What follows belongs to an exercise in optimizing a design on an open flow for small area and a short achievable clock period; a production flow would make more cautious choices.
No functional check of the RTL was part of any run shown here.

## design/flow/design.v

```verilog
module mac (
    input  logic clk,
    input  logic rst,
    input  logic signed [15:0] a_in,
    input  logic signed [15:0] b_in,
    input  logic acc_clear,
    output logic acc_out_valid,
    output logic signed [34:0] acc_out
);
logic [15:0] a_r;
logic [7:0] one_r, two_r, neg_r;
wire  [16:0] bx = {b_in, 1'b0};
integer k;
always_ff @(posedge clk) begin
    for (k = 0; k < 8; k = k + 1) begin
        one_r[k] <= bx[2*k+1] ^ bx[2*k];
        two_r[k] <= (bx[2*k+2] & ~bx[2*k+1] & ~bx[2*k]) | (~bx[2*k+2] & bx[2*k+1] & bx[2*k]);
        neg_r[k] <= bx[2*k+2];
    end
    a_r <= rst ? 16'd0 : a_in;
end
wire [17:0] ax = {a_r[15], a_r, 1'b0};
wire [16:0] pp0;
wire [16:0] pp1;
wire [16:0] pp2;
wire [16:0] pp3;
wire [16:0] pp4;
wire [16:0] pp5;
wire [16:0] pp6;
wire [16:0] pp7;
genvar gi, gj;
generate for (gj = 0; gj < 8; gj = gj + 1) begin : g_pp
    for (gi = 0; gi < 17; gi = gi + 1) begin : g_bit
        wire v = (one_r[gj] & ax[gi+1]) | (two_r[gj] & ax[gi]);
        if (gj == 0) assign pp0[gi] = v ^ neg_r[0];
        if (gj == 1) assign pp1[gi] = v ^ neg_r[1];
        if (gj == 2) assign pp2[gi] = v ^ neg_r[2];
        if (gj == 3) assign pp3[gi] = v ^ neg_r[3];
        if (gj == 4) assign pp4[gi] = v ^ neg_r[4];
        if (gj == 5) assign pp5[gi] = v ^ neg_r[5];
        if (gj == 6) assign pp6[gi] = v ^ neg_r[6];
        if (gj == 7) assign pp7[gi] = v ^ neg_r[7];
    end
end endgenerate
logic [1:0] t;
wire hold = acc_out_valid & ~acc_clear;
wire [34:0] acc_in = acc_clear ? 35'd0 : acc_out;
wire s0, c0, s1, c1, s2, c2, s3, c3, s4, c4, s5, c5, s6, c6, s7, c7, s8, c8, s9, c9, s10, c10, s11, c11, s12, c12, s13, c13, s14, c14, s15, c15, s16, c16, s17, c17, s18, c18, s19, c19, s20, c20, s21, c21, s22, c22, s23, c23, s24, c24, s25, c25, s26, c26, s27, c27, s28, c28, s29, c29, s30, c30, s31, c31, s32, c32, s33, c33, s34, c34, s35, c35, s36, c36, s37, c37, s38, c38, s39, c39, s40, c40, s41, c41, s42, c42, s43, c43, s44, c44, s45, c45, s46, c46, s47, c47, s48, c48, s49, c49, s50, c50, s51, c51, s52, c52, s53, c53, s54, c54, s55, c55, s56, c56, s57, c57, s58, c58, s59, c59, s60, c60, s61, c61, s62, c62, s63, c63, s64, c64, s65, c65, s66, c66, s67, c67, s68, c68, s69, c69, s70, c70, s71, c71, s72, c72, s73, c73, s74, c74, s75, c75, s76, c76, s77, c77, s78, c78, s79, c79, s80, c80, s81, c81, s82, c82, s83, c83, s84, c84, s85, c85, s86, c86, s87, c87, s88, c88, s89, c89, s90, c90, s91, c91, s92, c92, s93, c93, s94, c94, s95, c95, s96, c96, s97, c97, s98, c98, s99, c99, s100, c100, s101, c101, s102, c102, s103, c103, s104, c104, s105, c105, s106, c106, s107, c107, s108, c108, s109, c109, s110, c110, s111, c111, s112, c112, s113, c113, s114, c114, s115, c115, s116, c116, s117, c117, s118, c118, s119, c119, s120, c120, s121, c121, s122, c122, s123, c123, s124, c124, s125, c125, s126, c126, s127, c127, s128, c128, s129, c129, s130, c130, s131, c131, s132, c132, s133, c133, s134, c134, s135, c135, s136, c136, s137, c137, s138, c138, s139, c139, s140, c140, s141, c141, s142, c142, s143, c143, s144, c144, s145, c145, s146, c146, s147, c147;
assign s0 = neg_r[0] ^ pp0[0];
assign c0 = neg_r[0] & pp0[0];
assign s1 = pp0[1] ^ c0;
assign c1 = pp0[1] & c0;
assign s2 = neg_r[1] ^ pp0[2] ^ pp1[0];
assign c2 = (neg_r[1] & pp0[2]) | (pp1[0] & (neg_r[1] ^ pp0[2]));
assign s3 = s2 ^ c1;
assign c3 = s2 & c1;
assign s4 = pp0[3] ^ pp1[1] ^ c2;
assign c4 = (pp0[3] & pp1[1]) | (c2 & (pp0[3] ^ pp1[1]));
assign s5 = c3 ^ s4;
assign c5 = c3 & s4;
assign s6 = neg_r[2] ^ pp0[4] ^ pp1[2];
assign c6 = (neg_r[2] & pp0[4]) | (pp1[2] & (neg_r[2] ^ pp0[4]));
assign s7 = pp2[0] ^ s6 ^ c4;
assign c7 = (pp2[0] & s6) | (c4 & (pp2[0] ^ s6));
assign s8 = acc_in[4] ^ c5;
assign c8 = acc_in[4] & c5;
assign s9 = pp0[5] ^ pp1[3] ^ pp2[1];
assign c9 = (pp0[5] & pp1[3]) | (pp2[1] & (pp0[5] ^ pp1[3]));
assign s10 = c6 ^ s9 ^ acc_in[5];
assign c10 = (c6 & s9) | (acc_in[5] & (c6 ^ s9));
assign s11 = c7 ^ c8;
assign c11 = c7 & c8;
assign s12 = neg_r[3] ^ pp0[6] ^ pp1[4];
assign c12 = (neg_r[3] & pp0[6]) | (pp1[4] & (neg_r[3] ^ pp0[6]));
assign s13 = pp2[2] ^ pp3[0] ^ c9;
assign c13 = (pp2[2] & pp3[0]) | (c9 & (pp2[2] ^ pp3[0]));
assign s14 = s12 ^ s13 ^ acc_in[6];
assign c14 = (s12 & s13) | (acc_in[6] & (s12 ^ s13));
assign s15 = c10 ^ s14;
assign c15 = c10 & s14;
assign s16 = pp0[7] ^ pp1[5] ^ pp2[3];
assign c16 = (pp0[7] & pp1[5]) | (pp2[3] & (pp0[7] ^ pp1[5]));
assign s17 = pp3[1] ^ c12 ^ s16;
assign c17 = (pp3[1] & c12) | (s16 & (pp3[1] ^ c12));
assign s18 = c13 ^ s17 ^ acc_in[7];
assign c18 = (c13 & s17) | (acc_in[7] & (c13 ^ s17));
assign s19 = c14 ^ s18;
assign c19 = c14 & s18;
assign s20 = neg_r[4] ^ pp0[8] ^ pp1[6];
assign c20 = (neg_r[4] & pp0[8]) | (pp1[6] & (neg_r[4] ^ pp0[8]));
assign s21 = pp2[4] ^ pp3[2] ^ pp4[0];
assign c21 = (pp2[4] & pp3[2]) | (pp4[0] & (pp2[4] ^ pp3[2]));
assign s22 = c16 ^ s20 ^ s21;
assign c22 = (c16 & s20) | (s21 & (c16 ^ s20));
assign s23 = c17 ^ s22 ^ acc_in[8];
assign c23 = (c17 & s22) | (acc_in[8] & (c17 ^ s22));
assign s24 = c18 ^ s23;
assign c24 = c18 & s23;
assign s25 = pp0[9] ^ pp1[7] ^ pp2[5];
assign c25 = (pp0[9] & pp1[7]) | (pp2[5] & (pp0[9] ^ pp1[7]));
assign s26 = pp3[3] ^ pp4[1] ^ c20;
assign c26 = (pp3[3] & pp4[1]) | (c20 & (pp3[3] ^ pp4[1]));
assign s27 = c21 ^ s25 ^ s26;
assign c27 = (c21 & s25) | (s26 & (c21 ^ s25));
assign s28 = c22 ^ acc_in[9] ^ s27;
assign c28 = (c22 & acc_in[9]) | (s27 & (c22 ^ acc_in[9]));
assign s29 = c23 ^ c24;
assign c29 = c23 & c24;
assign s30 = neg_r[5] ^ pp0[10] ^ pp1[8];
assign c30 = (neg_r[5] & pp0[10]) | (pp1[8] & (neg_r[5] ^ pp0[10]));
assign s31 = pp2[6] ^ pp3[4] ^ pp4[2];
assign c31 = (pp2[6] & pp3[4]) | (pp4[2] & (pp2[6] ^ pp3[4]));
assign s32 = pp5[0] ^ c25 ^ s30;
assign c32 = (pp5[0] & c25) | (s30 & (pp5[0] ^ c25));
assign s33 = s31 ^ c26 ^ s32;
assign c33 = (s31 & c26) | (s32 & (s31 ^ c26));
assign s34 = acc_in[10] ^ c27 ^ s33;
assign c34 = (acc_in[10] & c27) | (s33 & (acc_in[10] ^ c27));
assign s35 = c28 ^ s34;
assign c35 = c28 & s34;
assign s36 = pp0[11] ^ pp1[9] ^ pp2[7];
assign c36 = (pp0[11] & pp1[9]) | (pp2[7] & (pp0[11] ^ pp1[9]));
assign s37 = pp3[5] ^ pp4[3] ^ pp5[1];
assign c37 = (pp3[5] & pp4[3]) | (pp5[1] & (pp3[5] ^ pp4[3]));
assign s38 = c30 ^ c31 ^ s36;
assign c38 = (c30 & c31) | (s36 & (c30 ^ c31));
assign s39 = s37 ^ c32 ^ s38;
assign c39 = (s37 & c32) | (s38 & (s37 ^ c32));
assign s40 = acc_in[11] ^ c33 ^ s39;
assign c40 = (acc_in[11] & c33) | (s39 & (acc_in[11] ^ c33));
assign s41 = c34 ^ s40;
assign c41 = c34 & s40;
assign s42 = neg_r[6] ^ pp0[12] ^ pp1[10];
assign c42 = (neg_r[6] & pp0[12]) | (pp1[10] & (neg_r[6] ^ pp0[12]));
assign s43 = pp2[8] ^ pp3[6] ^ pp4[4];
assign c43 = (pp2[8] & pp3[6]) | (pp4[4] & (pp2[8] ^ pp3[6]));
assign s44 = pp5[2] ^ pp6[0] ^ c36;
assign c44 = (pp5[2] & pp6[0]) | (c36 & (pp5[2] ^ pp6[0]));
assign s45 = c37 ^ s42 ^ s43;
assign c45 = (c37 & s42) | (s43 & (c37 ^ s42));
assign s46 = s44 ^ c38 ^ s45;
assign c46 = (s44 & c38) | (s45 & (s44 ^ c38));
assign s47 = acc_in[12] ^ c39 ^ s46;
assign c47 = (acc_in[12] & c39) | (s46 & (acc_in[12] ^ c39));
assign s48 = c40 ^ s47;
assign c48 = c40 & s47;
assign s49 = pp0[13] ^ pp1[11] ^ pp2[9];
assign c49 = (pp0[13] & pp1[11]) | (pp2[9] & (pp0[13] ^ pp1[11]));
assign s50 = pp3[7] ^ pp4[5] ^ pp5[3];
assign c50 = (pp3[7] & pp4[5]) | (pp5[3] & (pp3[7] ^ pp4[5]));
assign s51 = pp6[1] ^ c42 ^ c43;
assign c51 = (pp6[1] & c42) | (c43 & (pp6[1] ^ c42));
assign s52 = s49 ^ s50 ^ c44;
assign c52 = (s49 & s50) | (c44 & (s49 ^ s50));
assign s53 = s51 ^ c45 ^ acc_in[13];
assign c53 = (s51 & c45) | (acc_in[13] & (s51 ^ c45));
assign s54 = s52 ^ c46 ^ s53;
assign c54 = (s52 & c46) | (s53 & (s52 ^ c46));
assign s55 = c47 ^ s54;
assign c55 = c47 & s54;
assign s56 = neg_r[7] ^ pp0[14] ^ pp1[12];
assign c56 = (neg_r[7] & pp0[14]) | (pp1[12] & (neg_r[7] ^ pp0[14]));
assign s57 = pp2[10] ^ pp3[8] ^ pp4[6];
assign c57 = (pp2[10] & pp3[8]) | (pp4[6] & (pp2[10] ^ pp3[8]));
assign s58 = pp5[4] ^ pp6[2] ^ pp7[0];
assign c58 = (pp5[4] & pp6[2]) | (pp7[0] & (pp5[4] ^ pp6[2]));
assign s59 = c49 ^ c50 ^ s56;
assign c59 = (c49 & c50) | (s56 & (c49 ^ c50));
assign s60 = s57 ^ s58 ^ c51;
assign c60 = (s57 & s58) | (c51 & (s57 ^ s58));
assign s61 = s59 ^ acc_in[14] ^ c52;
assign c61 = (s59 & acc_in[14]) | (c52 & (s59 ^ acc_in[14]));
assign s62 = s60 ^ c53 ^ s61;
assign c62 = (s60 & c53) | (s61 & (s60 ^ c53));
assign s63 = c54 ^ s62;
assign c63 = c54 & s62;
assign s64 = pp0[15] ^ pp1[13] ^ pp2[11];
assign c64 = (pp0[15] & pp1[13]) | (pp2[11] & (pp0[15] ^ pp1[13]));
assign s65 = pp3[9] ^ pp4[7] ^ pp5[5];
assign c65 = (pp3[9] & pp4[7]) | (pp5[5] & (pp3[9] ^ pp4[7]));
assign s66 = pp6[3] ^ pp7[1] ^ c56;
assign c66 = (pp6[3] & pp7[1]) | (c56 & (pp6[3] ^ pp7[1]));
assign s67 = c57 ^ c58 ^ s64;
assign c67 = (c57 & c58) | (s64 & (c57 ^ c58));
assign s68 = s65 ^ s66 ^ c59;
assign c68 = (s65 & s66) | (c59 & (s65 ^ s66));
assign s69 = s67 ^ acc_in[15] ^ c60;
assign c69 = (s67 & acc_in[15]) | (c60 & (s67 ^ acc_in[15]));
assign s70 = s68 ^ c61 ^ s69;
assign c70 = (s68 & c61) | (s69 & (s68 ^ c61));
assign s71 = c62 ^ s70;
assign c71 = c62 & s70;
assign s72 = pp0[16] ^ pp1[14] ^ pp2[12];
assign c72 = (pp0[16] & pp1[14]) | (pp2[12] & (pp0[16] ^ pp1[14]));
assign s73 = pp3[10] ^ pp4[8] ^ pp5[6];
assign c73 = (pp3[10] & pp4[8]) | (pp5[6] & (pp3[10] ^ pp4[8]));
assign s74 = pp6[4] ^ pp7[2] ^ c64;
assign c74 = (pp6[4] & pp7[2]) | (c64 & (pp6[4] ^ pp7[2]));
assign s75 = c65 ^ s72 ^ s73;
assign c75 = (c65 & s72) | (s73 & (c65 ^ s72));
assign s76 = c66 ^ s74 ^ c67;
assign c76 = (c66 & s74) | (c67 & (c66 ^ s74));
assign s77 = s75 ^ acc_in[16] ^ c68;
assign c77 = (s75 & acc_in[16]) | (c68 & (s75 ^ acc_in[16]));
assign s78 = s76 ^ c69 ^ s77;
assign c78 = (s76 & c69) | (s77 & (s76 ^ c69));
assign s79 = c70 ^ s78;
assign c79 = c70 & s78;
assign s80 = pp0[16] ^ pp1[15] ^ pp2[13];
assign c80 = (pp0[16] & pp1[15]) | (pp2[13] & (pp0[16] ^ pp1[15]));
assign s81 = pp3[11] ^ pp4[9] ^ pp5[7];
assign c81 = (pp3[11] & pp4[9]) | (pp5[7] & (pp3[11] ^ pp4[9]));
assign s82 = pp6[5] ^ pp7[3] ^ c72;
assign c82 = (pp6[5] & pp7[3]) | (c72 & (pp6[5] ^ pp7[3]));
assign s83 = c73 ^ s80 ^ s81;
assign c83 = (c73 & s80) | (s81 & (c73 ^ s80));
assign s84 = c74 ^ s82 ^ c75;
assign c84 = (c74 & s82) | (c75 & (c74 ^ s82));
assign s85 = s83 ^ acc_in[17] ^ c76;
assign c85 = (s83 & acc_in[17]) | (c76 & (s83 ^ acc_in[17]));
assign s86 = s84 ^ c77 ^ s85;
assign c86 = (s84 & c77) | (s85 & (s84 ^ c77));
assign s87 = c78 ^ s86;
assign c87 = c78 & s86;
assign s88 = ~pp0[16] ^ ~pp1[16] ^ pp2[14];
assign c88 = (~pp0[16] & ~pp1[16]) | (pp2[14] & (~pp0[16] ^ ~pp1[16]));
assign s89 = pp3[12] ^ pp4[10] ^ pp5[8];
assign c89 = (pp3[12] & pp4[10]) | (pp5[8] & (pp3[12] ^ pp4[10]));
assign s90 = pp6[6] ^ pp7[4] ^ c80;
assign c90 = (pp6[6] & pp7[4]) | (c80 & (pp6[6] ^ pp7[4]));
assign s91 = c81 ^ s88 ^ s89;
assign c91 = (c81 & s88) | (s89 & (c81 ^ s88));
assign s92 = c82 ^ s90 ^ c83;
assign c92 = (c82 & s90) | (c83 & (c82 ^ s90));
assign s93 = s91 ^ acc_in[18] ^ c84;
assign c93 = (s91 & acc_in[18]) | (c84 & (s91 ^ acc_in[18]));
assign s94 = s92 ^ c85 ^ s93;
assign c94 = (s92 & c85) | (s93 & (s92 ^ c85));
assign s95 = c86 ^ s94;
assign c95 = c86 & s94;
assign s96 = 1'b1 ^ pp2[15] ^ pp3[13];
assign c96 = (1'b1 & pp2[15]) | (pp3[13] & (1'b1 ^ pp2[15]));
assign s97 = pp4[11] ^ pp5[9] ^ pp6[7];
assign c97 = (pp4[11] & pp5[9]) | (pp6[7] & (pp4[11] ^ pp5[9]));
assign s98 = pp7[5] ^ c88 ^ c89;
assign c98 = (pp7[5] & c88) | (c89 & (pp7[5] ^ c88));
assign s99 = s96 ^ s97 ^ c90;
assign c99 = (s96 & s97) | (c90 & (s96 ^ s97));
assign s100 = s98 ^ c91 ^ acc_in[19];
assign c100 = (s98 & c91) | (acc_in[19] & (s98 ^ c91));
assign s101 = c92 ^ s99 ^ s100;
assign c101 = (c92 & s99) | (s100 & (c92 ^ s99));
assign s102 = c93 ^ s101 ^ c94;
assign c102 = (c93 & s101) | (c94 & (c93 ^ s101));
assign s103 = ~pp2[16] ^ pp3[14] ^ pp4[12];
assign c103 = (~pp2[16] & pp3[14]) | (pp4[12] & (~pp2[16] ^ pp3[14]));
assign s104 = pp5[10] ^ pp6[8] ^ pp7[6];
assign c104 = (pp5[10] & pp6[8]) | (pp7[6] & (pp5[10] ^ pp6[8]));
assign s105 = c96 ^ c97 ^ s103;
assign c105 = (c96 & c97) | (s103 & (c96 ^ c97));
assign s106 = s104 ^ c98 ^ s105;
assign c106 = (s104 & c98) | (s105 & (s104 ^ c98));
assign s107 = acc_in[20] ^ c99 ^ s106;
assign c107 = (acc_in[20] & c99) | (s106 & (acc_in[20] ^ c99));
assign s108 = c100 ^ s107 ^ c101;
assign c108 = (c100 & s107) | (c101 & (c100 ^ s107));
assign s109 = 1'b1 ^ pp3[15] ^ pp4[13];
assign c109 = (1'b1 & pp3[15]) | (pp4[13] & (1'b1 ^ pp3[15]));
assign s110 = pp5[11] ^ pp6[9] ^ pp7[7];
assign c110 = (pp5[11] & pp6[9]) | (pp7[7] & (pp5[11] ^ pp6[9]));
assign s111 = c103 ^ c104 ^ s109;
assign c111 = (c103 & c104) | (s109 & (c103 ^ c104));
assign s112 = s110 ^ c105 ^ s111;
assign c112 = (s110 & c105) | (s111 & (s110 ^ c105));
assign s113 = acc_in[21] ^ c106 ^ s112;
assign c113 = (acc_in[21] & c106) | (s112 & (acc_in[21] ^ c106));
assign s114 = c107 ^ s113;
assign c114 = c107 & s113;
assign s115 = ~pp3[16] ^ pp4[14] ^ pp5[12];
assign c115 = (~pp3[16] & pp4[14]) | (pp5[12] & (~pp3[16] ^ pp4[14]));
assign s116 = pp6[10] ^ pp7[8] ^ c109;
assign c116 = (pp6[10] & pp7[8]) | (c109 & (pp6[10] ^ pp7[8]));
assign s117 = c110 ^ s115 ^ s116;
assign c117 = (c110 & s115) | (s116 & (c110 ^ s115));
assign s118 = c111 ^ acc_in[22] ^ c112;
assign c118 = (c111 & acc_in[22]) | (c112 & (c111 ^ acc_in[22]));
assign s119 = s117 ^ c113 ^ s118;
assign c119 = (s117 & c113) | (s118 & (s117 ^ c113));
assign s120 = 1'b1 ^ pp4[15] ^ pp5[13];
assign c120 = (1'b1 & pp4[15]) | (pp5[13] & (1'b1 ^ pp4[15]));
assign s121 = pp6[11] ^ pp7[9] ^ c115;
assign c121 = (pp6[11] & pp7[9]) | (c115 & (pp6[11] ^ pp7[9]));
assign s122 = s120 ^ c116 ^ s121;
assign c122 = (s120 & c116) | (s121 & (s120 ^ c116));
assign s123 = acc_in[23] ^ c117 ^ s122;
assign c123 = (acc_in[23] & c117) | (s122 & (acc_in[23] ^ c117));
assign s124 = c118 ^ s123;
assign c124 = c118 & s123;
assign s125 = ~pp4[16] ^ pp5[14] ^ pp6[12];
assign c125 = (~pp4[16] & pp5[14]) | (pp6[12] & (~pp4[16] ^ pp5[14]));
assign s126 = pp7[10] ^ c120 ^ s125;
assign c126 = (pp7[10] & c120) | (s125 & (pp7[10] ^ c120));
assign s127 = c121 ^ s126 ^ acc_in[24];
assign c127 = (c121 & s126) | (acc_in[24] & (c121 ^ s126));
assign s128 = c122 ^ s127 ^ c123;
assign c128 = (c122 & s127) | (c123 & (c122 ^ s127));
assign s129 = 1'b1 ^ pp5[15] ^ pp6[13];
assign c129 = (1'b1 & pp5[15]) | (pp6[13] & (1'b1 ^ pp5[15]));
assign s130 = pp7[11] ^ c125 ^ s129;
assign c130 = (pp7[11] & c125) | (s129 & (pp7[11] ^ c125));
assign s131 = c126 ^ s130 ^ acc_in[25];
assign c131 = (c126 & s130) | (acc_in[25] & (c126 ^ s130));
assign s132 = c127 ^ s131;
assign c132 = c127 & s131;
assign s133 = ~pp5[16] ^ pp6[14] ^ pp7[12];
assign c133 = (~pp5[16] & pp6[14]) | (pp7[12] & (~pp5[16] ^ pp6[14]));
assign s134 = c129 ^ s133 ^ c130;
assign c134 = (c129 & s133) | (c130 & (c129 ^ s133));
assign s135 = acc_in[26] ^ s134 ^ c131;
assign c135 = (acc_in[26] & s134) | (c131 & (acc_in[26] ^ s134));
assign s136 = 1'b1 ^ pp6[15] ^ pp7[13];
assign c136 = (1'b1 & pp6[15]) | (pp7[13] & (1'b1 ^ pp6[15]));
assign s137 = c133 ^ s136 ^ acc_in[27];
assign c137 = (c133 & s136) | (acc_in[27] & (c133 ^ s136));
assign s138 = c134 ^ s137;
assign c138 = c134 & s137;
assign s139 = ~pp6[16] ^ pp7[14] ^ c136;
assign c139 = (~pp6[16] & pp7[14]) | (c136 & (~pp6[16] ^ pp7[14]));
assign s140 = s139 ^ acc_in[28] ^ c137;
assign c140 = (s139 & acc_in[28]) | (c137 & (s139 ^ acc_in[28]));
assign s141 = 1'b1 ^ pp7[15] ^ c139;
assign c141 = (1'b1 & pp7[15]) | (c139 & (1'b1 ^ pp7[15]));
assign s142 = acc_in[29] ^ s141;
assign c142 = acc_in[29] & s141;
assign s143 = ~pp7[16] ^ acc_in[30] ^ c141;
assign c143 = (~pp7[16] & acc_in[30]) | (c141 & (~pp7[16] ^ acc_in[30]));
assign s144 = 1'b1 ^ acc_in[31];
assign c144 = 1'b1 & acc_in[31];
assign s145 = 1'b1 ^ acc_in[32];
assign c145 = 1'b1 & acc_in[32];
assign s146 = 1'b1 ^ acc_in[33];
assign c146 = 1'b1 & acc_in[33];
assign s147 = 1'b1 ^ acc_in[34] ^ c146;
assign c147 = (1'b1 & acc_in[34]) | (c146 & (1'b1 ^ acc_in[34]));
wire [34:0] rx = {s147, s146, s145, s144, c142, s142, c138, s138, c132, s132, c124, s124, c114, s114, c102, c95, s95, s87, s79, s71, s63, s55, s48, s41, s35, s29, s24, s19, s15, s11, s8, s5, s3, s1, s0};
wire [34:0] ry = {1'b0, c145, c144, c143, s143, c140, s140, c135, s135, c128, s128, c119, s119, c108, s108, s102, c87, c79, c71, c63, c55, c48, c41, c35, c29, s28, c19, c15, c11, s10, s7, acc_in[3], acc_in[2], acc_in[1], acc_in[0]};
wire [34:0] sum = rx + ry;
always_ff @(posedge clk) begin
    if (rst) begin
        acc_out <= '0; acc_out_valid <= 1'b0; t <= 2'd0;
    end else if (acc_clear) begin
        acc_out <= sum; t <= 2'd1; acc_out_valid <= 1'b0;
    end else if (!acc_out_valid) begin
        acc_out <= sum; t <= t + 2'd1; acc_out_valid <= (t == 2'd3);
    end
end
endmodule
```

## design/flow/run.sh

```bash
#!/bin/bash
# synth_recipe.tcl (not shown) runs the flow's synth.tcl, then flattens the netlist and writes it again
# the make line also repeats each setting of config.mk as NAME=value (left out here)
make -C /OpenROAD-flow-scripts/flow DESIGN_CONFIG=/design/flow/config.mk WORK_HOME=/design/flow/orfs CLKGATE_MAP_FILE= SYNTH_SCRIPT=/design/flow/synth_recipe.tcl finish
```

## design/flow/config.mk

```make
export PLATFORM = sky130hd
export DESIGN_NAME = mac
export DESIGN_NICKNAME = mac
export VERILOG_FILES = /design/flow/design.v
export SDC_FILE = /design/flow/constraint.sdc
export NUM_CORES = 4
export LEC_CHECK = 0
export CAP_MARGIN = 20
export CORE_MARGIN = 2
export CORE_UTILIZATION = 40
export SLEW_MARGIN = 20
```

## design/flow/constraint.sdc

```tcl
create_clock -name core_clock -period 7.5 [get_ports {clk}]
set_input_delay 1.5000 -clock core_clock [delete_from_list [all_inputs] [get_ports {clk}]]
set_output_delay 1.5000 -clock core_clock [all_outputs]
set_load 0.01 [all_outputs]
```

==> results.ini, run 1 <==
[status]
status = no timing/DRC/antenna violations

[synth]
syn_nets = 1362
yosys.area.top_type_share_pct = 22.7
syn_inst = 1149
yosys_most_used_dff = dfxtp_1
synth_seq_cells = 78
ys_types = 62
synth_area_per_cell_um2 = 8.77
synth_enable_flop_cells = 0
synth-async-reset-ratio_pct = 0
synth-seq-area-share_pct = 15.5
ys_warn_count = 1
synth_area_mm2 = 0.0101
synth.area.top_cells = fa_1 (23%), dfxtp_1 (16%), xnor2_1 (9.8%), a22oi_1 (8.9%), ha_1 (8.0%)
yosysTopAreaCell = fa_1

[drt]
ant_nets = 0
drt_pre_antenna_iters = 6
vias_per_cell = 5.47
drc = 0
dr.first_iter.drc_count = 563
postRouteWirelength_mm = 26.3
vias = 8135
wl_per_cell_um = 17.7

[layout]
layout_commonest_cell = inv_1
multi_input_area_mm2 = 0.00763
final_nets = 1366
final_cell_mix = inv_1 (131), a22oi_1 (120), fa_1 (114)
area_growth_pct = 11.5
seqCellArea_mm2 = 0.00156
n_antenna_cell = 0
fillers = 2490
drive_gt1_share_pct = 4.24

[setup_path]
cp-start-kind = flip-flop
r2r_setup_slack_ns = 1.22
critPathKind = reg2reg
reg2reg_depth = 19
cp.required_ns = 7.74
rr_startpoint = neg_r[3]
r2r-end = acc_out[34]
path_max_fanout = 13
crit_arrival_ns = 6.52
end_kind = flip-flop

[die]
core_area_mm2 = 0.0250
dieArea_mm2 = 0.0265
initial_core_util_pct = 40.3
die_x_um = 163
die_y_um = 163
rows = 58
ios = 71

[clock_tree]
cts_tree = built
cts_resized = 0
numCtsBuffers = 9
clk_latency_ns = 0.36
holdBufCountCts = 0
post_cts_buffers = 0
cts_max_path_buffers = 2
clk_pin_slew_ns = 0.07
root_buffer = clkbuf_16
cts_sinks = 78
htreeDepth = 3

[sta]
worst_pin_slew_ns = 0.751
fmax_mhz = 159
period_share_pct = 83.7
skew_ns = 0.00821
setup_viol = 0
fin_crit_ns = 6.28
setup_total_negative_slack_ns = 0
relSlewSlack_pct = 49.9
hold_slack_ns = 0.467
drv_slew = 0
finalHoldViolCount = 0
rsz0062_at_grt = no

[placement]
io_buffers = 70
routabilityCongestion = 0.887
hpwlAfterDp_mm = 19.9

[global_routing]
grt_overflow = 0
antenna_found_initial = 0
grt_pass1_vias = 8041
grt_pass1_wl_mm = 42.7
track_usage_pct = 20.5
grt_max_degree = 59

[worst_hold_path]
min_path_type = reg2reg
hold_depth = 2
holdPathEnd = acc_out[1]
hp-start = acc_out[1]

[job]
max_cap_viol_count = 0

==> logic make-up after synthesis <==
kind of cell | count (synthesis) | synth area share [%]
simple gates | 214 | 11.1
flops | 78 | 15.5
xor+xnor | 168 | 14.6
mux | 4 | 0.410
fa+ha+maj | 178 | 30.6
buf+inv | 231 | 8.75
compound gates | 276 | 19.0
==> how the worst max path moves through the flow <==
stage | start | to | slack (ns) | cells after the start
finish | neg_r[3] | acc_out[34] | 1.22 | 19
global route | neg_r[3] | acc_out[34] | 0.97 | 19
CTS | neg_r[3] | acc_out[32] | 1.24 | 19
detailed placement | neg_r[3] | acc_out[24] | 1.25 | 19
global placement | neg_r[3] | acc_out[24] | 1.35 | 19
floorplan | neg_r[2] | acc_out[32] | 1.45 | 19
==> per-layer routing <==
layer  up-vias  GRT usage, %  share of wire [%]
met5         -             0                  0
met4         0          8.57                3.6
met3        55          2.75                4.7
met2       239          34.3                 49
met1      4002          26.7                 42
li1       3839             -                  -
==> stage by stage <==
stage	util [%]	instances	setup WS, ns	instance area [um2]
finish	45.0	1487	1.22	11200
global route	45.0	1487	0.971	11200
CTS	45.0	1487	1.24	11200
detailed placement	43.9	1472	1.25	11000
global placement	43.9	1472	1.35	11000
floorplan	-	1149	1.45	10100
==> Yosys cell counts, types with 2 or more instances <==
library cell and n:
nand4_1 8, nor3_1 6, a31oi_1 6, and3_1 2, nand2_1 59, nand2b_1 25, o21ai_0 29, o21ai_1 4
nor4b_1 4, o211ai_1 4, xnor2_1 113, a221oi_1 3, ha_1 64, nor4_1 2, inv_1 131, clkbuf_1 84
xor2_1 55, a21o_1 22, or4_1 2, o21bai_1 5, mux2i_1 3, a211oi_1 11, fa_1 114, o21a_1 3
a211o_1 3, nor2b_1 41, nand3b_1 9, nand3_1 17, buf_1 10, dfxtp_1 78, a31o_2 2, nor2_1 31
and2_1 3, a21oi_1 49, a22oi_1 120
==> sequential cells by signal, indices dropped and copies added (netlist names) <==
register       cells
neg_r              8
acc_out_valid      1
one_r              8
acc_out           35
a_r               16
t                  2
two_r              8
==> critical path, stage by stage (launching register included) <==
cell      delay, ns
dfxtp_1        0.49
clkinv_1       0.58
xnor2_1        0.34
fa_1           0.49
inv_1          0.05
fa_1           0.40
fa_1           0.40
fa_1           0.45
fa_1           0.39
fa_1           0.44
ha_1           0.39
and2_1         0.19
a221oi_1       0.32
nand3_1        0.13
a211o_1        0.30
nand2_1        0.13
o21ai_1        0.12
a41o_1         0.29
a32oi_1        0.16
nand3_1        0.09
==> area by class of cell <==
cell class,count,area share (%)
clock buffers,10,2.13
clock inverters,5,0.312
inverters,133,4.44
multi-input cells,840,67.9
flip-flops and latches,78,13.9
well taps,330,3.68
repair buffers,91,7.60
==> inputs of run 2 (changes only) <==
--- a/design/flow/design.v
+++ b/design/flow/design.v
@@ -344,7 +344,214 @@
 assign c147 = (1'b1 & acc_in[34]) | (c146 & (1'b1 ^ acc_in[34]));
 wire [34:0] rx = {s147, s146, s145, s144, c142, s142, c138, s138, c132, s132, c124, s124, c114, s114, c102, c95, s95, s87, s79, s71, s63, s55, s48, s41, s35, s29, s24, s19, s15, s11, s8, s5, s3, s1, s0};
 wire [34:0] ry = {1'b0, c145, c144, c143, s143, c140, s140, c135, s135, c128, s128, c119, s119, c108, s108, s102, c87, c79, c71, c63, c55, c48, c41, c35, c29, s28, c19, c15, c11, s10, s7, acc_in[3], acc_in[2], acc_in[1], acc_in[0]};
-wire [34:0] sum = rx + ry;
+wire [34:0] g0 = rx & ry;
+wire [34:0] p0 = rx ^ ry;
+wire gg0 = g0[1] | (p0[1] & g0[0]);
+wire pq0 = p0[1] & p0[0];
+wire gg1 = g0[3] | (p0[3] & g0[2]);
+wire pq1 = p0[3] & p0[2];
+wire gg2 = g0[5] | (p0[5] & g0[4]);
+wire pq2 = p0[5] & p0[4];
+wire gg3 = g0[7] | (p0[7] & g0[6]);
+wire pq3 = p0[7] & p0[6];
+wire gg4 = g0[9] | (p0[9] & g0[8]);
+wire pq4 = p0[9] & p0[8];
+wire gg5 = g0[11] | (p0[11] & g0[10]);
+wire pq5 = p0[11] & p0[10];
+wire gg6 = g0[13] | (p0[13] & g0[12]);
+wire pq6 = p0[13] & p0[12];
+wire gg7 = g0[15] | (p0[15] & g0[14]);
+wire pq7 = p0[15] & p0[14];
+wire gg8 = g0[17] | (p0[17] & g0[16]);
+wire pq8 = p0[17] & p0[16];
+wire gg9 = g0[19] | (p0[19] & g0[18]);
+wire pq9 = p0[19] & p0[18];
+wire gg10 = g0[21] | (p0[21] & g0[20]);
+wire pq10 = p0[21] & p0[20];
+wire gg11 = g0[23] | (p0[23] & g0[22]);
+wire pq11 = p0[23] & p0[22];
+wire gg12 = g0[25] | (p0[25] & g0[24]);
+wire pq12 = p0[25] & p0[24];
+wire gg13 = g0[27] | (p0[27] & g0[26]);
+wire pq13 = p0[27] & p0[26];
+wire gg14 = g0[29] | (p0[29] & g0[28]);
+wire pq14 = p0[29] & p0[28];
+wire gg15 = g0[31] | (p0[31] & g0[30]);
+wire pq15 = p0[31] & p0[30];
+wire gg16 = g0[33] | (p0[33] & g0[32]);
+wire pq16 = p0[33] & p0[32];
+wire gg17 = g0[2] | (p0[2] & gg0);
+wire pq17 = p0[2] & pq0;
+wire gg18 = gg1 | (pq1 & gg0);
+wire pq18 = pq1 & pq0;
+wire gg19 = g0[6] | (p0[6] & gg2);
+wire pq19 = p0[6] & pq2;
+wire gg20 = gg3 | (pq3 & gg2);
+wire pq20 = pq3 & pq2;
+wire gg21 = g0[10] | (p0[10] & gg4);
+wire pq21 = p0[10] & pq4;
+wire gg22 = gg5 | (pq5 & gg4);
+wire pq22 = pq5 & pq4;
+wire gg23 = g0[14] | (p0[14] & gg6);
+wire pq23 = p0[14] & pq6;
+wire gg24 = gg7 | (pq7 & gg6);
+wire pq24 = pq7 & pq6;
+wire gg25 = g0[18] | (p0[18] & gg8);
+wire pq25 = p0[18] & pq8;
+wire gg26 = gg9 | (pq9 & gg8);
+wire pq26 = pq9 & pq8;
+wire gg27 = g0[22] | (p0[22] & gg10);
+wire pq27 = p0[22] & pq10;
+wire gg28 = gg11 | (pq11 & gg10);
+wire pq28 = pq11 & pq10;
+wire gg29 = g0[26] | (p0[26] & gg12);
+wire pq29 = p0[26] & pq12;
+wire gg30 = gg13 | (pq13 & gg12);
+wire pq30 = pq13 & pq12;
+wire gg31 = g0[30] | (p0[30] & gg14);
+wire pq31 = p0[30] & pq14;
+wire gg32 = gg15 | (pq15 & gg14);
+wire pq32 = pq15 & pq14;
+wire gg33 = g0[34] | (p0[34] & gg16);
+wire pq33 = p0[34] & pq16;
+wire gg34 = g0[4] | (p0[4] & gg18);
+wire pq34 = p0[4] & pq18;
+wire gg35 = gg2 | (pq2 & gg18);
+wire pq35 = pq2 & pq18;
+wire gg36 = gg19 | (pq19 & gg18);
+wire pq36 = pq19 & pq18;
+wire gg37 = gg20 | (pq20 & gg18);
+wire pq37 = pq20 & pq18;
+wire gg38 = g0[12] | (p0[12] & gg22);
+wire pq38 = p0[12] & pq22;
+wire gg39 = gg6 | (pq6 & gg22);
+wire pq39 = pq6 & pq22;
+wire gg40 = gg23 | (pq23 & gg22);
+wire pq40 = pq23 & pq22;
+wire gg41 = gg24 | (pq24 & gg22);
+wire pq41 = pq24 & pq22;
+wire gg42 = g0[20] | (p0[20] & gg26);
+wire pq42 = p0[20] & pq26;
+wire gg43 = gg10 | (pq10 & gg26);
+wire pq43 = pq10 & pq26;
+wire gg44 = gg27 | (pq27 & gg26);
+wire pq44 = pq27 & pq26;
+wire gg45 = gg28 | (pq28 & gg26);
+wire pq45 = pq28 & pq26;
+wire gg46 = g0[28] | (p0[28] & gg30);
+wire pq46 = p0[28] & pq30;
+wire gg47 = gg14 | (pq14 & gg30);
+wire pq47 = pq14 & pq30;
+wire gg48 = gg31 | (pq31 & gg30);
+wire pq48 = pq31 & pq30;
+wire gg49 = gg32 | (pq32 & gg30);
+wire pq49 = pq32 & pq30;
+wire gg50 = g0[8] | (p0[8] & gg37);
+wire pq50 = p0[8] & pq37;
+wire gg51 = gg4 | (pq4 & gg37);
+wire pq51 = pq4 & pq37;
+wire gg52 = gg21 | (pq21 & gg37);
+wire pq52 = pq21 & pq37;
+wire gg53 = gg22 | (pq22 & gg37);
+wire pq53 = pq22 & pq37;
+wire gg54 = gg38 | (pq38 & gg37);
+wire pq54 = pq38 & pq37;
+wire gg55 = gg39 | (pq39 & gg37);
+wire pq55 = pq39 & pq37;
+wire gg56 = gg40 | (pq40 & gg37);
+wire pq56 = pq40 & pq37;
+wire gg57 = gg41 | (pq41 & gg37);
+wire pq57 = pq41 & pq37;
+wire gg58 = g0[24] | (p0[24] & gg45);
+wire pq58 = p0[24] & pq45;
+wire gg59 = gg12 | (pq12 & gg45);
+wire pq59 = pq12 & pq45;
+wire gg60 = gg29 | (pq29 & gg45);
+wire pq60 = pq29 & pq45;
+wire gg61 = gg30 | (pq30 & gg45);
+wire pq61 = pq30 & pq45;
+wire gg62 = gg46 | (pq46 & gg45);
+wire pq62 = pq46 & pq45;
+wire gg63 = gg47 | (pq47 & gg45);
+wire pq63 = pq47 & pq45;
+wire gg64 = gg48 | (pq48 & gg45);
+wire pq64 = pq48 & pq45;
+wire gg65 = gg49 | (pq49 & gg45);
+wire pq65 = pq49 & pq45;
+wire gg66 = g0[16] | (p0[16] & gg57);
+wire pq66 = p0[16] & pq57;
+wire gg67 = gg8 | (pq8 & gg57);
+wire pq67 = pq8 & pq57;
+wire gg68 = gg25 | (pq25 & gg57);
+wire pq68 = pq25 & pq57;
+wire gg69 = gg26 | (pq26 & gg57);
+wire pq69 = pq26 & pq57;
+wire gg70 = gg42 | (pq42 & gg57);
+wire pq70 = pq42 & pq57;
+wire gg71 = gg43 | (pq43 & gg57);
+wire pq71 = pq43 & pq57;
+wire gg72 = gg44 | (pq44 & gg57);
+wire pq72 = pq44 & pq57;
+wire gg73 = gg45 | (pq45 & gg57);
+wire pq73 = pq45 & pq57;
+wire gg74 = gg58 | (pq58 & gg57);
+wire pq74 = pq58 & pq57;
+wire gg75 = gg59 | (pq59 & gg57);
+wire pq75 = pq59 & pq57;
+wire gg76 = gg60 | (pq60 & gg57);
+wire pq76 = pq60 & pq57;
+wire gg77 = gg61 | (pq61 & gg57);
+wire pq77 = pq61 & pq57;
+wire gg78 = gg62 | (pq62 & gg57);
+wire pq78 = pq62 & pq57;
+wire gg79 = gg63 | (pq63 & gg57);
+wire pq79 = pq63 & pq57;
+wire gg80 = gg64 | (pq64 & gg57);
+wire pq80 = pq64 & pq57;
+wire gg81 = gg65 | (pq65 & gg57);
+wire pq81 = pq65 & pq57;
+wire gg82 = g0[32] | (p0[32] & gg81);
+wire pq82 = p0[32] & pq81;
+wire gg83 = gg16 | (pq16 & gg81);
+wire pq83 = pq16 & pq81;
+wire gg84 = gg33 | (pq33 & gg81);
+wire pq84 = pq33 & pq81;
+wire [34:0] sum;
+assign sum[0] = p0[0];
+assign sum[1] = p0[1] ^ g0[0];
+assign sum[2] = p0[2] ^ gg0;
+assign sum[3] = p0[3] ^ gg17;
+assign sum[4] = p0[4] ^ gg18;
+assign sum[5] = p0[5] ^ gg34;
+assign sum[6] = p0[6] ^ gg35;
+assign sum[7] = p0[7] ^ gg36;
+assign sum[8] = p0[8] ^ gg37;
+assign sum[9] = p0[9] ^ gg50;
+assign sum[10] = p0[10] ^ gg51;
+assign sum[11] = p0[11] ^ gg52;
+assign sum[12] = p0[12] ^ gg53;
+assign sum[13] = p0[13] ^ gg54;
+assign sum[14] = p0[14] ^ gg55;
+assign sum[15] = p0[15] ^ gg56;
+assign sum[16] = p0[16] ^ gg57;
+assign sum[17] = p0[17] ^ gg66;
+assign sum[18] = p0[18] ^ gg67;
+assign sum[19] = p0[19] ^ gg68;
+assign sum[20] = p0[20] ^ gg69;
+assign sum[21] = p0[21] ^ gg70;
+assign sum[22] = p0[22] ^ gg71;
+assign sum[23] = p0[23] ^ gg72;
+assign sum[24] = p0[24] ^ gg73;
+assign sum[25] = p0[25] ^ gg74;
+assign sum[26] = p0[26] ^ gg75;
+assign sum[27] = p0[27] ^ gg76;
+assign sum[28] = p0[28] ^ gg77;
+assign sum[29] = p0[29] ^ gg78;
+assign sum[30] = p0[30] ^ gg79;
+assign sum[31] = p0[31] ^ gg80;
+assign sum[32] = p0[32] ^ gg81;
+assign sum[33] = p0[33] ^ gg82;
+assign sum[34] = p0[34] ^ gg83;
 always_ff @(posedge clk) begin
     if (rst) begin
         acc_out <= '0; acc_out_valid <= 1'b0; t <= 2'd0;
==> run 2 against run 1 <==
Clock-buffer cell count is 1 lower; via count down 11%; wire length decreased by 9.9%; die area is 6.1% lower; synthesized cell count fell by 9.8%; first-iteration DRC count is 1.6% lower.
==> results.ini, run 2 <==
[status]
status = no timing/DRC/antenna violations

[drt]
postRouteWirelength_mm = 23.7
dr.first_iter.drc_count = 554
wl_per_cell_um = 17.3
vias = 7224
vias_per_cell = 5.27
drc = 0
drt_pre_antenna_iters = 8
ant_nets = 0

[layout]
layout_commonest_cell = a22oi_1
fillers = 2296
drive_gt1_share_pct = 4.76
largest_register_ffs = 35
reg_top3 = acc_out (35), a_r (16)
final_cell_mix = a22oi_1 (121), xor2_1 (120), fa_1 (119)
fin_area_mm2 = 0.0107
area_growth_pct = 13.0
top_register = acc_out
final_core_util_pct = 45.7
n_antenna_cell = 0
final_nets = 1263

[synth]
synth_enable_flop_cells = 0
ys_warn_count = 1
syn_nets = 1253
yosysTopAreaCell = fa_1
yosys_most_used_dff = dfxtp_1
synth_area_per_cell_um2 = 9.11
syn_inst = 1036
synth_seq_cells = 78
yosys.area.top_type_share_pct = 25.2
synth_area_mm2 = 0.00944
synth_most_common_cell = a22oi_1
yosys-top-cells-count = a22oi_1 (121), xor2_1 (120), fa_1 (119), inv_1 (101), clkbuf_1 (87)
ys_types = 51
synth-seq-area-share_pct = 16.5
synth-async-reset-ratio_pct = 0
synth.area.top_cells = fa_1 (25%), dfxtp_1 (17%), xor2_1 (11%), a22oi_1 (9.6%), ha_1 (8.3%)

[global_routing]
grt_max_degree = 57
globalRoute.busiestLayer = met2
grt_util_met3_pct = 3.12
antenna_found_initial = 0
track_usage_pct = 20.0
use_met1_pct = 24.7
grtUsageMet2_pct = 35.6
grt_pass1_vias = 7551
grt_overflow = 0
grt_pass1_wl_mm = 39.0

[setup_path]
crit_arrival_ns = 6.41
r2r-end = acc_out[33]
path_max_fanout = 17
cp.required_ns = 7.79
reg2reg_depth = 22
cp-start-kind = flip-flop
r2r_setup_slack_ns = 1.37
end_kind = flip-flop
rr_startpoint = one_r[3]
critPathKind = reg2reg

[placement]
io_buffers = 70
hpwlAfterDp_mm = 17.5
pre_cts_slack_ns = 1.40
dpl_cell_area_mm2 = 0.0104
routabilityCongestion = 0.855

[worst_hold_path]
holdPathEnd = acc_out[7]
hold_depth = 2
hp-start = acc_out[7]
min_path_type = reg2reg

[sta]
skew_ns = 0.0114
fin_crit_ns = 6.13
setup_viol = 0
period_share_pct = 81.7
worst_pin_slew_ns = 0.846
rsz0062_at_grt = no
relSlewSlack_pct = 43.5
worst_slack_ns = 1.37
fmax_mhz = 163
drv_slew = 0
finalHoldViolCount = 0
setup_total_negative_slack_ns = 0

[clock_tree]
holdBufCountCts = 0
clk_latency_ns = 0.36
cts_tree = built
cts_resized = 0
cts_sinks = 78
numCtsBuffers = 9
cts_max_path_buffers = 2
root_buffer = clkbuf_16
post_cts_buffers = 0
htreeDepth = 3
clk_pin_slew_ns = 0.07

[die]
rows = 56
ios = 71
die_x_um = 158
dieArea_mm2 = 0.0249
initial_core_util_pct = 40.5
die_y_um = 158
core_area_mm2 = 0.0233

[job]
max_cap_viol_count = 0

-- run 2: kinds of logic after synthesis --
family / count (synthesis) / share of synthesized area, %
compound gates: 228 / 16.8
simple gates: 195 / 10.3
buf+inv: 190 / 7.55
fa+ha+maj: 182 / 33.6
xor+xnor: 160 / 14.8
flops: 78 / 16.5
mux: 3 / 0.318
-- run 2: how the worst max path moves through the flow --
stage	startpoint	endpoint	slack, ns	depth (start not counted)
after floorplan	neg_r[2]	acc_out[32]	1.66	20
after global placement	acc_clear	acc_out[33]	1.49	20
after detailed placement	acc_clear	acc_out[33]	1.40	20
after CTS	one_r[3]	acc_out[33]	1.40	22
after global routing	one_r[3]	acc_out[33]	0.99	22
final	one_r[3]	acc_out[33]	1.37	22
-- run 2: through the flow --
step | hold slack (ns) | std cells
6_report | 0.468 | 1370
5_1_grt | 0.483 | 1370
4_1_cts | 0.472 | 1370
3_5_place_dp | 0.459 | 1354
3_3_place_gp | 0.452 | 1354
2_1_floorplan | 0.484 | 1036
-- run 2: layer usage --
metal  wire, um  up-vias
met5          0        -
met4        569        0
met3       1080       34
met2      12300      216
met1       9670     3535
li1           -     3439
-- run 2: critical path: stages (launching register included) --
cell	delay, ns
dfxtp_1	0.82
a22oi_1	0.21
xor2_1	0.21
fa_1	0.53
fa_1	0.53
inv_1	0.05
fa_1	0.52
inv_1	0.05
fa_1	0.47
inv_1	0.04
ha_1	0.27
ha_1	0.35
and3_1	0.20
and4_4	0.25
nand3_2	0.11
a21oi_2	0.24
o21ai_2	0.14
o21ai_0	0.24
nor2_1	0.08
fa_1	0.38
xnor2_1	0.15
nand2_1	0.07
a21oi_1	0.14
-- run 2: final cells by class --
| class | instances | area [um2] | share of cell area [%] |
|---|---|---|---|
| clock inverters | 7 | 95.1 | 0.891 |
| flip-flops and latches | 78 | 1560 | 14.6 |
| multi-input cells | 768 | 7170 | 67.2 |
| clock buffers | 9 | 225 | 2.11 |
| repair buffers | 88 | 843 | 7.90 |
| well taps | 319 | 399 | 3.74 |
| inverters | 101 | 379 | 3.55 |
==> inputs of run 3 (changes only) <==
--- a/design/flow/config.mk
+++ b/design/flow/config.mk
@@ -8,4 +8,5 @@
 export CAP_MARGIN = 20
 export CORE_MARGIN = 2
 export CORE_UTILIZATION = 40
+export SETUP_SLACK_MARGIN = 2.5
 export SLEW_MARGIN = 20
==> run 3 against run 2 <==
Still clean on timing, DRC and antenna; clock skew decreased by 0.0011 ns; final cell count increased by 4.9%; flip-flop and latch count unchanged; non-clock buffer count is 67 higher; critical path type unchanged.
==> results.ini, run 3 <==
[status]
status = no timing/DRC/antenna violations

[synth]
synth_area_per_cell_um2 = 9.11
synth_enable_flop_cells = 0
yosys-top-cells-count = a22oi_1 (121), xor2_1 (120), fa_1 (119), inv_1 (101), clkbuf_1 (87)
yosys.area.top_type_share_pct = 25.2
ys_types = 51
yosys_most_used_dff = dfxtp_1
syn_inst = 1036
synth_area_mm2 = 0.00944
ys_warn_count = 1
synth-async-reset-ratio_pct = 0
yosysTopAreaCell = fa_1
synth.area.top_cells = fa_1 (25%), dfxtp_1 (17%), xor2_1 (11%), a22oi_1 (9.6%), ha_1 (8.3%)
synth-seq-area-share_pct = 16.5
synth_most_common_cell = a22oi_1
syn_nets = 1253
synth_seq_cells = 78

[drt]
wl_per_cell_um = 17.6
dr.first_iter.drc_count = 618
vias_per_cell = 5.30
vias = 7611
postRouteWirelength_mm = 25.3
ant_nets = 0
drt_pre_antenna_iters = 6
drc = 0

[layout]
largest_register_ffs = 35
final_core_util_pct = 51.4
fillers = 2116
final_nets = 1330
drive_gt1_share_pct = 22.4
top_register = acc_out
n_antenna_cell = 0
final_cell_mix = xor2_1 (119), fa_1 (99), inv_1 (98)
reg_top3 = acc_out (35), a_r (16)
layout_commonest_cell = xor2_1
area_growth_pct = 26.9

[sta]
drv_slew = 0
setup_viol = 0
period_share_pct = 70.4
rsz0062_at_grt = yes
relSlewSlack_pct = 57.0
setup_total_negative_slack_ns = 0
finalHoldViolCount = 0
skew_ns = 0.0103
worst_pin_slew_ns = 0.645
fmax_mhz = 189
fin_crit_ns = 5.28

[worst_hold_path]
min_path_type = reg2reg
holdPathEnd = acc_out[1]
hp-start = acc_out[1]
hold_depth = 2

[die]
initial_core_util_pct = 40.5
rows = 56
core_area_mm2 = 0.0233
die_y_um = 158
die_x_um = 158
ios = 71
dieArea_mm2 = 0.0249

[placement]
routabilityCongestion = 0.844
io_buffers = 70
hpwlAfterDp_mm = 17.4

[global_routing]
grt_max_degree = 57
grt_pass1_wl_mm = 40.9
antenna_found_initial = 0
grt_pass1_vias = 7682
grt_overflow = 0
track_usage_pct = 21.1

[clock_tree]
clk_latency_ns = 0.35
cts_max_path_buffers = 2
htreeDepth = 3
clk_pin_slew_ns = 0.07
holdBufCountCts = 0
cts_sinks = 78
root_buffer = clkbuf_16
numCtsBuffers = 9
cts_tree = built

[job]
max_cap_viol_count = 0

[setup_path]
max_stage_delay_ns = 0.48
path_max_fanout = 7
reg2reg_depth = 20
crit_arrival_ns = 5.55
critPathKind = reg2reg
end_kind = flip-flop
crit_path_cell_trace = buf_6 > a22oi_2 > xor2_1 > fa_2 > fa_2 > fa_2 > inv_2 > fa_1 > fa_1 > ha_4 > ha_4 > a21o_1 > a21o_1 > a21o_1 > o21ai_4 > buf_6 > a21oi_4 > buf_6 > o31a_4 > o311ai_4
rr_startpoint = a_r[11]
r2r-end = acc_out[29]
cp.depth = 20
r2r_setup_slack_ns = 2.22
cp_top_family = adder cells
cp-start-kind = flip-flop
crit_buf_inv = 4
cp.required_ns = 7.77
critPathSlowestCell = fa_2

run 3: cell counts after synthesis:
Identical to the previous run, type by type.
run 3: how the worst max path moves through the flow:
stage,start,to,slack (ns)
floorplan,a_r[11],acc_out[33],2.30
global placement,acc_clear,acc_out[33],1.57
detailed placement,acc_clear,acc_out[33],1.53
CTS,one_r[4],acc_out[32],2.22
global route,a_r[6],acc_out[30],2.01
finish,a_r[11],acc_out[29],2.22
run 3: tightest hold or removal path, cell delays in order, from the launching register on:
cell     delay, ns
dfxtp_1       0.32
nand2_1       0.06
a21oi_1       0.05
run 3: area by class of cell:
cell class / count / area [um2] / area share, %
inverter: 101 / 379 / 3.16
clock inverter: 7 / 103 / 0.856
multi-input combinational: 768 / 7770 / 64.8
timing repair buffer: 155 / 1420 / 11.8
clock buffer: 9 / 225 / 1.88
tap: 319 / 399 / 3.33
sequential: 78 / 1690 / 14.1
run 3: routing by layer:
metal  global-route usage [%]  wire length (um)
met1                     27.0             10500
met2                     36.0             12900
met3                     3.45              1310
met4                     7.84               612
met5                        0                 0
run 3: cells by family after synthesis:
logic type               count (synthesis)  share of synthesized area (%)
AO/OA/AOI/OAI                          228                           16.8
AND/OR/NAND/NOR                        195                           10.3
buffers and inverters                  190                           7.55
adder cells (fa/ha/maj)                182                           33.6
XOR/XNOR                               160                           14.8
flip-flops                              78                           16.5
multiplexers                             3                          0.318
run 3: what timing repair did:
action | 4_1_cts | 5_1_grt
buffers inserted | 68 | 4
endpoints found under the setup margin | 24 | 21
gates resized for setup | 130 | 38
pin swaps | 25 | 17
run 3: metrics by stage:
step           cells  hold WS [ns]  setup WS, ns  cell area (um2)
3_3_place_gp    1349         0.454          1.57            10500
4_1_cts         1433         0.473          2.22            11800
3_5_place_dp    1349         0.460          1.53            10500
2_1_floorplan   1036         0.484          2.30             9920
5_1_grt         1437         0.503          2.01            12000
6_report        1437         0.473          2.22            12000
==> inputs of run 4 (changes only) <==
--- a/design/flow/config.mk
+++ b/design/flow/config.mk
@@ -8,5 +8,5 @@
 export CAP_MARGIN = 20
 export CORE_MARGIN = 2
 export CORE_UTILIZATION = 40
-export SETUP_SLACK_MARGIN = 2.5
+export SETUP_SLACK_MARGIN = 4
 export SLEW_MARGIN = 20
==> run 4 against run 3 <==
Setup slack got worse by 0.095 ns; clock skew is 0.0014 ns higher; critical path depth up 2; wire length grew 7.3%; final area up 5.2%; via count rose by 4.2%; critical path type unchanged; critical endpoint is now acc_out[33].
==> results.ini, run 4 <==
[setup_path]
cpMostUsedCell = fa_1
crit_arrival_ns = 5.67
rr_startpoint = a_r[12]
cp-start-kind = flip-flop
end_kind = flip-flop
cp-startpoint = a_r[12]
critPathKind = reg2reg
cp.required_ns = 7.79
max_stage_delay_ns = 0.59
critPathSlowestCell = fa_1
path_max_fanout = 5
crit_path_cell_trace = buf_12 > buf_8 > a22oi_2 > xnor2_2 > fa_1 > inv_2 > fa_1 > inv_1 > fa_1 > fa_1 > ha_4 > ha_4 > and4_4 > nand3_4 > a21oi_4 > o21ai_4 > o21ai_2 > nor2_2 > fa_2 > xnor2_1 > nand2_1 > a21oi_2
reg2reg_depth = 22

[sta]
period_share_pct = 71.7
skew_ns = 0.0116
setup_viol = 0
rsz0062_at_grt = yes
fmax_mhz = 186
fin_crit_ns = 5.38
worst_pin_slew_ns = 0.674
relSlewSlack_pct = 55.0
drv_slew = 0
finalHoldViolCount = 0
setup_total_negative_slack_ns = 0

[synth]
synth_top_family_by_area = adder cells
synth_enable_flop_cells = 0
yosys.area.top_type_share_pct = 25.2
ys_warn_count = 1
synth-async-reset-ratio_pct = 0
synth_compound_area_share_pct = 16.8
syn_inst = 1036
yosys_most_used_dff = dfxtp_1
synth_xor_area_share_pct = 14.8
synth_area_mm2 = 0.00944
synth_most_common_cell = a22oi_1
muxShareOfSynthArea_pct = 0.318
synth_area_per_cell_um2 = 9.11
synthSimpleGateAreaFrac_pct = 10.3
synthAdderAreaFrac_pct = 33.6
syn_nets = 1253
yosysTopAreaCell = fa_1
ys_types = 51
synth-seq-area-share_pct = 16.5
yosys-top-cells-count = a22oi_1 (121), xor2_1 (120), fa_1 (119), inv_1 (101), clkbuf_1 (87)
synth.area.top_cells = fa_1 (25%), dfxtp_1 (17%), xor2_1 (11%), a22oi_1 (9.6%), ha_1 (8.3%)
synth_seq_cells = 78

[clock_tree]
htreeDepth = 3
clk_latency_ns = 0.36
numCtsBuffers = 9
root_buffer = clkbuf_16
clk_pin_slew_ns = 0.07
cts_max_path_buffers = 2
cts_sinks = 78
cts_tree = built

[layout]
reg_top3 = acc_out (35), a_r (16)
n_antenna_cell = 0
final_core_util_pct = 54.1
drive_gt1_share_pct = 29.5
top_register = acc_out
area_growth_pct = 33.6
largest_register_ffs = 35
final_cell_mix = xor2_1 (116), inv_1 (95), fa_1 (88), buf_4 (88), a22oi_1 (86)
layout_commonest_cell = xor2_1
final_nets = 1361

[placement]
routabilityCongestion = 0.825
io_buffers = 70
hpwlAfterDp_mm = 17.9

[die]
dieArea_mm2 = 0.0249
die_x_um = 158
die_y_um = 158
initial_core_util_pct = 40.5
ios = 71
core_area_mm2 = 0.0233
rows = 56

[drt]
vias = 7932
vias_per_cell = 5.40
postRouteWirelength_mm = 27.2
dr.first_iter.drc_count = 512
drc = 0
ant_nets = 0
drt_pre_antenna_iters = 6
wl_per_cell_um = 18.5

[job]
max_cap_viol_count = 0

[global_routing]
antenna_found_initial = 0
grt_pass1_wl_mm = 43.4
grt_max_degree = 57
grtUsageMet2_pct = 39.6
grt_util_met3_pct = 3.18
use_met1_pct = 27.9
globalRoute.busiestLayer = met2
grt_pass1_vias = 8049
track_usage_pct = 22.6
grt_overflow = 0

[worst_hold_path]
hp-start = acc_out[4]
hold_depth = 2
min_path_type = reg2reg

[status]
status = no timing/DRC/antenna violations

-- run 4: cell counts after synthesis --
No cell type changed its count.
-- run 4: layout make-up --
| class | count | area [um2] |
|---|---|---|
| Timing Repair Buffer | 186 | 1720 |
| Tap cell | 319 | 399 |
| Clock buffer | 11 | 253 |
| Fill cell | 2038 | 10700 |
| Clock inverter | 5 | 42.5 |
| Inverter | 101 | 379 |
| Multi-Input combinational cell | 768 | 8130 |
| Sequential cell | 78 | 1690 |
-- run 4: per-stage QoR --
step                      cell area, um2  setup WS [ns]  hold WS (ns)  instances
after CTS                          12100           2.23         0.469       1450
after floorplan                    10000           2.31         0.484       1036
after global routing               12600           1.93         0.494       1468
after global placement             10600           1.47         0.456       1347
final                              12600           2.12         0.471       1468
after detailed placement           10600           1.38         0.458       1347
-- run 4: worst max-delay path, delay by kind of cell (launching register included) --
family | cells | cell delay, ns
AOI/OAI and AO/OA | 5 | 0.81
xor gates and xnor gates | 2 | 0.28
adders and majority gates | 7 | 3.02
buffers and inverters | 4 | 0.38
DFF | 1 | 0.36
and+or+nand+nor | 4 | 0.48
-- run 4: cell families after synthesis --
| family | count (synthesis) |
|---|---|
| fa+ha+maj | 182 |
| simple gates | 195 |
| xor+xnor | 160 |
| mux | 3 |
| flops | 78 |
| compound gates | 228 |
| buf+inv | 190 |
-- run 4: worst paths after layout --
| path | end | slack, ns |
|---|---|---|
| worst max register to register | acc_out[33] | 2.12 |
| worst min-delay path | acc_out[4] | 0.47 |
| worst min register to register | acc_out[4] | 0.47 |
| worst max-delay path | acc_out[33] | 2.12 |
-- run 4: what timing repair did --
item / CTS / global route
buffers inserted: 87 / 18
pin swaps: 48 / 82
resized for setup: 173 / 74
endpoints found under the setup margin: 34 / 31
endpoints found under the hold margin: 0 / 0
hold buffers: 0 / 0
-- run 4: per-layer routing --
metal  up-vias  part of all wire [%]
met2       272                    52
met4         0                   3.6
met1      3955                    39
met5         -                     0
li1       3643                     -
met3        62                   5.5

==> afterwards: timing with drivers on the ports <==
In the flow no input, the clock included, has a driving cell. The finished layouts below were timed again as built, in two steps. Step 1: set_driving_cell puts a clkbuf_16 on clk and a buf_2 on each other input, an assumption about the parent block. Step 2 also shifts input and output timing later by t, the mid clock arrival at the registers, as if the neighbouring blocks saw the same clock. Three values: ideal, step 1, step 2; two values: the first two.
run | t, ns | slack for setup (ns) | worst hold slack (ns) | clock arrival spread, ns
run 1 | 0.400 | 1.219 / 1.219 / 1.219 | 0.467 / 0.467 / 0.467 | 0.009 / 0.008
run 2 | 0.396 | 1.374 / 1.374 / 1.374 | 0.468 / 0.468 / 0.468 | 0.011 / 0.011
run 3 | 0.398 | 2.218 / 2.218 / 1.919 | 0.473 / 0.473 / 0.473 | 0.010 / 0.010
run 4 | 0.401 | 2.123 / 2.123 / 2.123 | 0.471 / 0.471 / 0.471 | 0.012 / 0.012
After both steps setup and hold are still met in every run listed. For run 3, which loses most, drivers alone change the setup slack by 0.000 ns; drivers and shift together by -0.299 ns.
